This is an optimization exercise on Yosys and OpenROAD, whose aim is small area, not a production implementation. Only simulation tests tie the RTL to the original design; equivalence was not proved. The clock input has no modelled driver; a real chip could not lean on it and would need a root buffer or a full tree. No activity file was given, so power comes from the tool's default toggle rates.

// digitalAssign
module digitalAssign(clk, rst, rst_n, a, b, c, d, e, indicator, HEX, door,
                     status1, status2, status3, status4, status5,
                     i1, i2, i3, i4, i5, led);
==> module digitalAssign, before the edit <==
module digitalAssign(clk, rst, rst_n, a, b, c, d, e, indicator, HEX, door,
                     status1, status2, status3, status4, status5,
                     i1, i2, i3, i4, i5, led);
input clk, rst, rst_n, a, b, c, d, e, i1, i2, i3, i4, i5;
output reg [7:0] indicator;
output reg door;
output reg [6:0] HEX;
output reg [6:0] status1, status2, status3, status4, status5;
output reg [17:0] led;
localparam [2:0] IDLE = 3'd0;
localparam [2:0] VAL = 3'd1;
localparam [2:0] DENIED = 3'd3;
localparam [2:0] GRANTED = 3'd7;
localparam [2:0] OPEN = 3'd6;
localparam [2:0] CLOSE = 3'd2;
reg  [11:0] div;
wire div_fb  = div[11] ^ (div[0] | div[9]);
wire div_hit = div[11] & ~div[10] & ~div[9] & div[8] & div[6] & ~div[5] & div[4] & ~div[3] & div[2] & div[1];
always @(posedge clk or negedge rst)
    if (!rst) div <= 12'b000001100100;
    else      div <= {div[10:0], div_fb | div_hit};
reg [2:0] state, next_state;
always @(*) begin
    case (state)
    IDLE:    next_state = a ? VAL : IDLE;
    VAL:     next_state = b ? (({i1,i2,i3,i4,i5} == 5'b11010) ? GRANTED : DENIED) : VAL;
    DENIED:  next_state = DENIED;
    GRANTED: next_state = c ? OPEN : GRANTED;
    OPEN:    next_state = d ? CLOSE : OPEN;
    CLOSE:   next_state = e ? IDLE : CLOSE;
    default: next_state = state;
    endcase
end
always @(posedge clk or negedge rst)
    if (!rst)         state <= IDLE;
    else if (div_hit) state <= next_state;
reg  [11:0] pre;
wire pre_fb  = pre[11] ^ (pre[3] | pre[6]);
wire pre_hit = pre[10] & ~pre[9] & ~pre[8] & ~pre[6] & ~pre[5] & pre[4] & ~pre[2] & pre[1] & ~pre[0];
reg  [3:0] k, k_next;
always @(*) begin
    case (k)
    4'd0: k_next = 4'd1;
    4'd1: k_next = 4'd2;
    4'd2: k_next = 4'd3;
    4'd3: k_next = 4'd4;
    4'd4: k_next = 4'd5;
    4'd5: k_next = 4'd6;
    4'd6: k_next = 4'd7;
    4'd7: k_next = 4'd8;
    4'd8: k_next = 4'd9;
    4'd9: k_next = 4'd9;
    default: k_next = k;
    endcase
end
always @(posedge clk or negedge rst_n)
    if (!rst_n) begin
        pre <= 12'b100100100100;
        k   <= 4'd0;
    end else begin
        pre <= {pre[10:0], pre_fb & ~pre_hit};
        if (pre_hit) k <= k_next;
    end
reg [8:0] lo;
always @(*) begin
    case (k)
    4'd0: lo = 9'b111111111;
    4'd1: lo = 9'b011111111;
    4'd2: lo = 9'b001111111;
    4'd3: lo = 9'b000111111;
    4'd4: lo = 9'b000011111;
    4'd5: lo = 9'b000001111;
    4'd6: lo = 9'b000000111;
    4'd7: lo = 9'b000000011;
    4'd8: lo = 9'b000000001;
    4'd9: lo = 9'b000000000;
    default: lo = 9'b000000000;
    endcase
end
wire [8:0] lc = ~{lo[0], lo[1], lo[2], lo[3], lo[4], lo[5], lo[6], lo[7], lo[8]};
always @(*) begin
    indicator = 8'h00; door = 1'b0; led = 18'd0;
    HEX = 7'b1111111;
    status1 = 7'b1111111; status2 = 7'b1111111; status3 = 7'b1111111;
    status4 = 7'b1111111; status5 = 7'b1111111;
    case (state)
    IDLE: begin
        indicator = 8'b00000001; HEX = 7'b1000000;
        status1 = 7'b1001111; status2 = 7'b1000000; status3 = 7'b1000111;
        status4 = 7'b0000110; status5 = 7'b1111111;
    end
    VAL: begin
        indicator = 8'b00000010; HEX = 7'b1111001;
        status1 = 7'b0001100; status2 = 7'b0001110; status3 = 7'b1001111;
        status4 = 7'b1000000; status5 = 7'b1111111;
    end
    DENIED: begin
        indicator = 8'b00000100; HEX = 7'b0100100;
        status1 = 7'b1001000; status2 = 7'b1000000; status3 = 7'b0001100;
        status4 = 7'b0000110; status5 = 7'b1111111;
    end
    GRANTED: begin
        indicator = 8'b11111111; HEX = 7'b0110000;
        status1 = 7'b0001100; status2 = 7'b0001000; status3 = 7'b0010010;
        status4 = 7'b0010010; status5 = 7'b1111111;
    end
    OPEN: begin
        indicator = 8'b00010000; HEX = 7'b0011001; door = 1'b1; led = {lo[0], lo[1], lo[2], lo[3], lo[4], lo[5], lo[6], lo[7], lo[8], lo};
        status1 = 7'b1000000; status2 = 7'b0001100; status3 = 7'b0000110;
        status4 = 7'b1001000; status5 = 7'b1111111;
    end
    CLOSE: begin
        indicator = 8'b00100000; HEX = 7'b0010010; led = {lc[0], lc[1], lc[2], lc[3], lc[4], lc[5], lc[6], lc[7], lc[8], lc};
        status1 = 7'b1000111; status2 = 7'b1000000; status3 = 7'b0010010;
        status4 = 7'b0000110; status5 = 7'b1000110;
    end
    3'd4: begin   
        indicator = 8'b00010001; HEX = 7'b0001001; door = 1'b1;
        status1 = 7'b1001100; status2 = 7'b1000100; status3 = 7'b0000110;
        status4 = 7'b1001100; status5 = 7'b1111111;
    end
    3'd5: begin   
        indicator = 8'b00010011; HEX = 7'b0111001; door = 1'b0;
        status1 = 7'b0001100; status2 = 7'b0001110; status3 = 7'b0000110;
        status4 = 7'b1000000; status5 = 7'b1111111;
    end
    endcase
end
endmodule
==> flow/config.mk <==
export PLATFORM = sky130hd
export DESIGN_NAME = digitalAssign
export DESIGN_NICKNAME = digitalAssign
export VERILOG_FILES = /design/flow/design.v
export SDC_FILE = /design/flow/constraint.sdc
export NUM_CORES = 4
export LEC_CHECK = 0
export CAP_MARGIN = 20
export CORE_MARGIN = 2
export CORE_UTILIZATION = 40
export SLEW_MARGIN = 20
==> flow/constraint.sdc <==
create_clock -name core_clock -period 10.0 [get_ports {clk}]
set_input_delay 2.0000 -clock core_clock [delete_from_list [all_inputs] [get_ports {clk}]]
set_output_delay 2.0000 -clock core_clock [all_outputs]
set_load 0.01 [all_outputs]
standard.sh (not shown) runs the stock make flow with config.mk's settings and CLKGATE_MAP_FILE= SYNTH_SCRIPT=/design/flow/synth_recipe.tcl, a recipe that flattens the netlist after the stock synthesis.
==> flow/flow/run.sh <==
#!/bin/bash
# Own layout flow: the standard ORFS layout with these changes:
#  - synthesis is the standard flow's own (synth_recipe.tcl), but ABC maps the
#    combinational logic with an area-oriented script (&deepsyn, then the
#    mapper of flow/area_nf.abc or flow/area_amap.abc); each script is run
#    with several random seeds for &deepsyn, and the script and seed giving
#    the smallest cell area (flip-flops included, buffers excluded) are used
#    for the layout;
#  - combinational cells are then set to their smallest drive strength
#    (the resizer upsizes again wherever timing or slew needs it);
#  - the constant outputs share one tie cell;
#  - the smallest buffer (buf_1) is the port buffer;
#  - the clock tree is three clock buffers in parallel, each driving a third
#    of the registers (flow/my_cts.tcl in place of ORFS's CTS step).
set -euo pipefail
W=$(pwd)
export FLOW_SYNTH_TCL=$W/synth_recipe.tcl
export FLOW_CLOCK_PORT=clk
export FLOW_CLOCK_BUF=sky130_fd_sc_hd__clkbuf_4
export FLOW_CLOCK_NBUF=3
export BUFFER_PORTS_ARGS="-buffer_cell sky130_fd_sc_hd__buf_1"
export RECOVER_POWER=100
# keep the single tie cell instead of one per constant output port
export SKIP_REPAIR_TIE_FANOUT=1
PLAT=$FLOW_PLATFORM
sed "s#SYNTH_SCRIPT=[^ ]*#SYNTH_SCRIPT=$W/flow/synth_abc.tcl#" standard.sh > flow_standard.sh
sed "s#\"\${@:-finish}\"#RUN_SCRIPT=$W/flow/my_cts.tcl RUN_LOG_NAME_STEM=4_1_cts run#" flow_standard.sh > flow_cts.sh

# ---- pick the ABC script and seed
LIB="$FLOW_HOME/platforms/$PLAT/lib/sky130_fd_sc_hd__tt_025C_1v80.lib"
# cell areas, and the smallest cell of each family (as in flow/downsize.sh)
awk '/^[ \t]*cell[ \t]*\(/ { gsub(/.*cell[ \t]*\([ \t]*"?|"?[ \t]*\).*/, ""); c=$0 }
     /^[ \t]*area[ \t]*:/ && c != "" { a=$0; gsub(/.*:[ \t]*|[ \t;]*$/, "", a); print c, a; c="" }' "$LIB" > areas.txt
awk '{ n=$1; f=n; sub(/_[0-9]+$/, "", f);
       if (!(f in best) || $2+0 < ba[f]) { best[f]=n; ba[f]=$2+0 } }
     END { for (f in best) print f, best[f] }' areas.txt > smallest.txt
CANDS=""
mkdir -p seeds
for m in nf amap; do
  for s in 0 1 2 3 4 5 6 7; do
    c=${m}_$s
    CANDS="$CANDS $c"
    sed "s/&deepsyn /\&deepsyn -S $s /" flow/area_$m.abc > seeds/area_$c.abc
    sed "s#WORK_HOME=[^ ]*#WORK_HOME=$W/seeds/orfs_$c#" flow_standard.sh > seeds/synth_$c.sh
  done
done
run_cand() {
  FLOW_ABC_SCRIPT=$W/seeds/area_$1.abc bash seeds/synth_$1.sh synth > seeds/synth_$1.log 2>&1 || true
  # area after setting combinational cells to their smallest size, without buffers
  awk 'FILENAME == "areas.txt" { ar[$1]=$2; next } FILENAME == "smallest.txt" { sm[$1]=$2; next }
       /sky130_fd_sc_hd__/ && $3 !~ /__buf_/ { c=$3; f=c; sub(/_[0-9]+$/, "", f)
         if (c !~ /__df/ && (f in sm)) c=sm[f]; s += $1*ar[c] }
       END { printf "%.4f\n", s }' areas.txt smallest.txt \
    seeds/orfs_$1/reports/$PLAT/digitalAssign/base/synth_stat.txt > seeds/area_$1.txt 2>/dev/null || echo 1e9 > seeds/area_$1.txt
  rm -rf seeds/orfs_$1
}
for c in $CANDS; do
  run_cand $c &
  if (( $(jobs -r | wc -l) >= ${NUM_CORES:-4} )); then wait -n; fi
done
wait
BEST=""; BESTA=1e9
for c in $CANDS; do
  a=$(cat seeds/area_$c.txt)
  echo "candidate $c area $a" >> seeds/summary.log
  if awk -v a="$a" -v b="$BESTA" 'BEGIN { exit !(a < b) }'; then BEST=$c; BESTA=$a; fi
done
echo "best $BEST area $BESTA" >> seeds/summary.log
export FLOW_ABC_SCRIPT=$W/seeds/area_$BEST.abc

# ---- layout
bash flow_standard.sh synth > synth.log 2>&1
NET=orfs/results/$PLAT/digitalAssign/base/1_2_yosys.v
cp $NET synth_netlist_orig.log
bash flow/downsize.sh $NET "$FLOW_HOME/platforms/$PLAT/lib/sky130_fd_sc_hd__tt_025C_1v80.lib" > downsize.log 2>&1
python3 flow/merge_ties.py $NET > merge_ties.log 2>&1
touch $NET
bash flow_standard.sh place > place.log 2>&1
bash flow_cts.sh > cts.log 2>&1
bash flow_standard.sh > layout.log 2>&1
Other scripts of this flow, unchanged in this note and not shown: flow/flow/area_amap.abc, flow/flow/area_nf.abc, flow/flow/downsize.sh, flow/flow/merge_ties.py, flow/flow/my_cts.tcl, flow/flow/synth_abc.tcl
==> next run, changes <==
--- a/flow/design.v
+++ b/flow/design.v
@@ -7,14 +7,14 @@
 output reg [6:0] HEX;
 output reg [6:0] status1, status2, status3, status4, status5;
 output reg [17:0] led;
 localparam [2:0] IDLE = 3'd0;
 localparam [2:0] VAL = 3'd1;
-localparam [2:0] DENIED = 3'd3;
-localparam [2:0] GRANTED = 3'd7;
-localparam [2:0] OPEN = 3'd6;
-localparam [2:0] CLOSE = 3'd2;
+localparam [2:0] DENIED = 3'd2;
+localparam [2:0] GRANTED = 3'd3;
+localparam [2:0] OPEN = 3'd5;
+localparam [2:0] CLOSE = 3'd4;
 reg  [11:0] div;
 wire div_fb  = div[11] ^ (div[0] | div[9]);
 wire div_hit = div[11] & ~div[10] & ~div[9] & div[8] & div[6] & ~div[5] & div[4] & ~div[3] & div[2] & div[1];
 always @(posedge clk or negedge rst)
     if (!rst) div <= 12'b000001100100;
@@ -72,11 +72,11 @@
     4'd5: lo = 9'b000001111;
     4'd6: lo = 9'b000000111;
     4'd7: lo = 9'b000000011;
     4'd8: lo = 9'b000000001;
     4'd9: lo = 9'b000000000;
-    default: lo = 9'b000000000;
+    default: lo = 9'b111111111;
     endcase
 end
 wire [8:0] lc = ~{lo[0], lo[1], lo[2], lo[3], lo[4], lo[5], lo[6], lo[7], lo[8]};
 always @(*) begin
     indicator = 8'h00; door = 1'b0; led = 18'd0;
@@ -112,18 +112,20 @@
     CLOSE: begin
         indicator = 8'b00100000; HEX = 7'b0010010; led = {lc[0], lc[1], lc[2], lc[3], lc[4], lc[5], lc[6], lc[7], lc[8], lc};
         status1 = 7'b1000111; status2 = 7'b1000000; status3 = 7'b0010010;
         status4 = 7'b0000110; status5 = 7'b1000110;
     end
-    3'd4: begin   
-        indicator = 8'b00010001; HEX = 7'b0001001; door = 1'b1;
-        status1 = 7'b1001100; status2 = 7'b1000100; status3 = 7'b0000110;
-        status4 = 7'b1001100; status5 = 7'b1111111;
+    3'd6: begin   
+        led = {lc[0], lc[1], lc[2], lc[3], lc[4], lc[5], lc[6], lc[7], lc[8], lc};
+        indicator = 8'b00100100; HEX = 7'b0010110; door = 1'b0;
+        status1 = 7'b1000000; status2 = 7'b1000000; status3 = 7'b0010000;
+        status4 = 7'b0000110; status5 = 7'b1000110;
     end
-    3'd5: begin   
-        indicator = 8'b00010011; HEX = 7'b0111001; door = 1'b0;
-        status1 = 7'b0001100; status2 = 7'b0001110; status3 = 7'b0000110;
-        status4 = 7'b1000000; status5 = 7'b1111111;
+    3'd7: begin   
+        led = {lc[0], lc[1], lc[2], lc[3], lc[4], lc[5], lc[6], lc[7], lc[8], lc};
+        indicator = 8'b11111101; HEX = 7'b0010000; door = 1'b1;
+        status1 = 7'b1000000; status2 = 7'b0001000; status3 = 7'b0010010;
+        status4 = 7'b0011010; status5 = 7'b1111111;
     end
     endcase
 end
 endmodule
Effect: Clock skew is higher by 4.0 ps; utilization is lower by 2.2 points; hold slack stays flat; power is lower by 0.40%; wire length is lower by 5.3%; final area is higher by 0.41%; sequential cell count is unchanged; fmax is lower by 1.5%; critical path depth is lower by 3; area after synthesis is about the same; register-to-register slack gets better by 120 ps; sequential power hardly moves; clock power is lower by about 2%.
No run of this note takes its clock network from TritonCTS; it comes from the design's own scripts or RTL.

==> static timing again, ports no longer ideal <==
The results above use ideal ports. As a check the final layouts listed here were re-extracted and re-timed, cells and wires unchanged.
Step 1 sets driving cells, clkbuf_16 on the clock port and buf_2 on the other inputs (assumed; they add their load-dependent delay and slew).
Step 2, shift: input delay + t, output delay - t, t = (earliest + latest rising clock arrival at the registers) / 2. This alone moves slack from input paths to output paths.
Slacks: no drivers / after step 1 / after step 2; pairs: no drivers / after step 1.
| run | shift t [ns] | setup slack, ns | worst setup path at the end | worst register clock-pin slew, ns |
|---|---|---|---|---|
| the first run | 0.184 | 5.538 / 5.510 / 5.694 | register to output | 0.10 / 0.10 |
| the second run | 0.183 | 5.469 / 5.440 / 5.623 | register to output | 0.10 / 0.10 |
After both steps setup and hold are still met in every run listed.
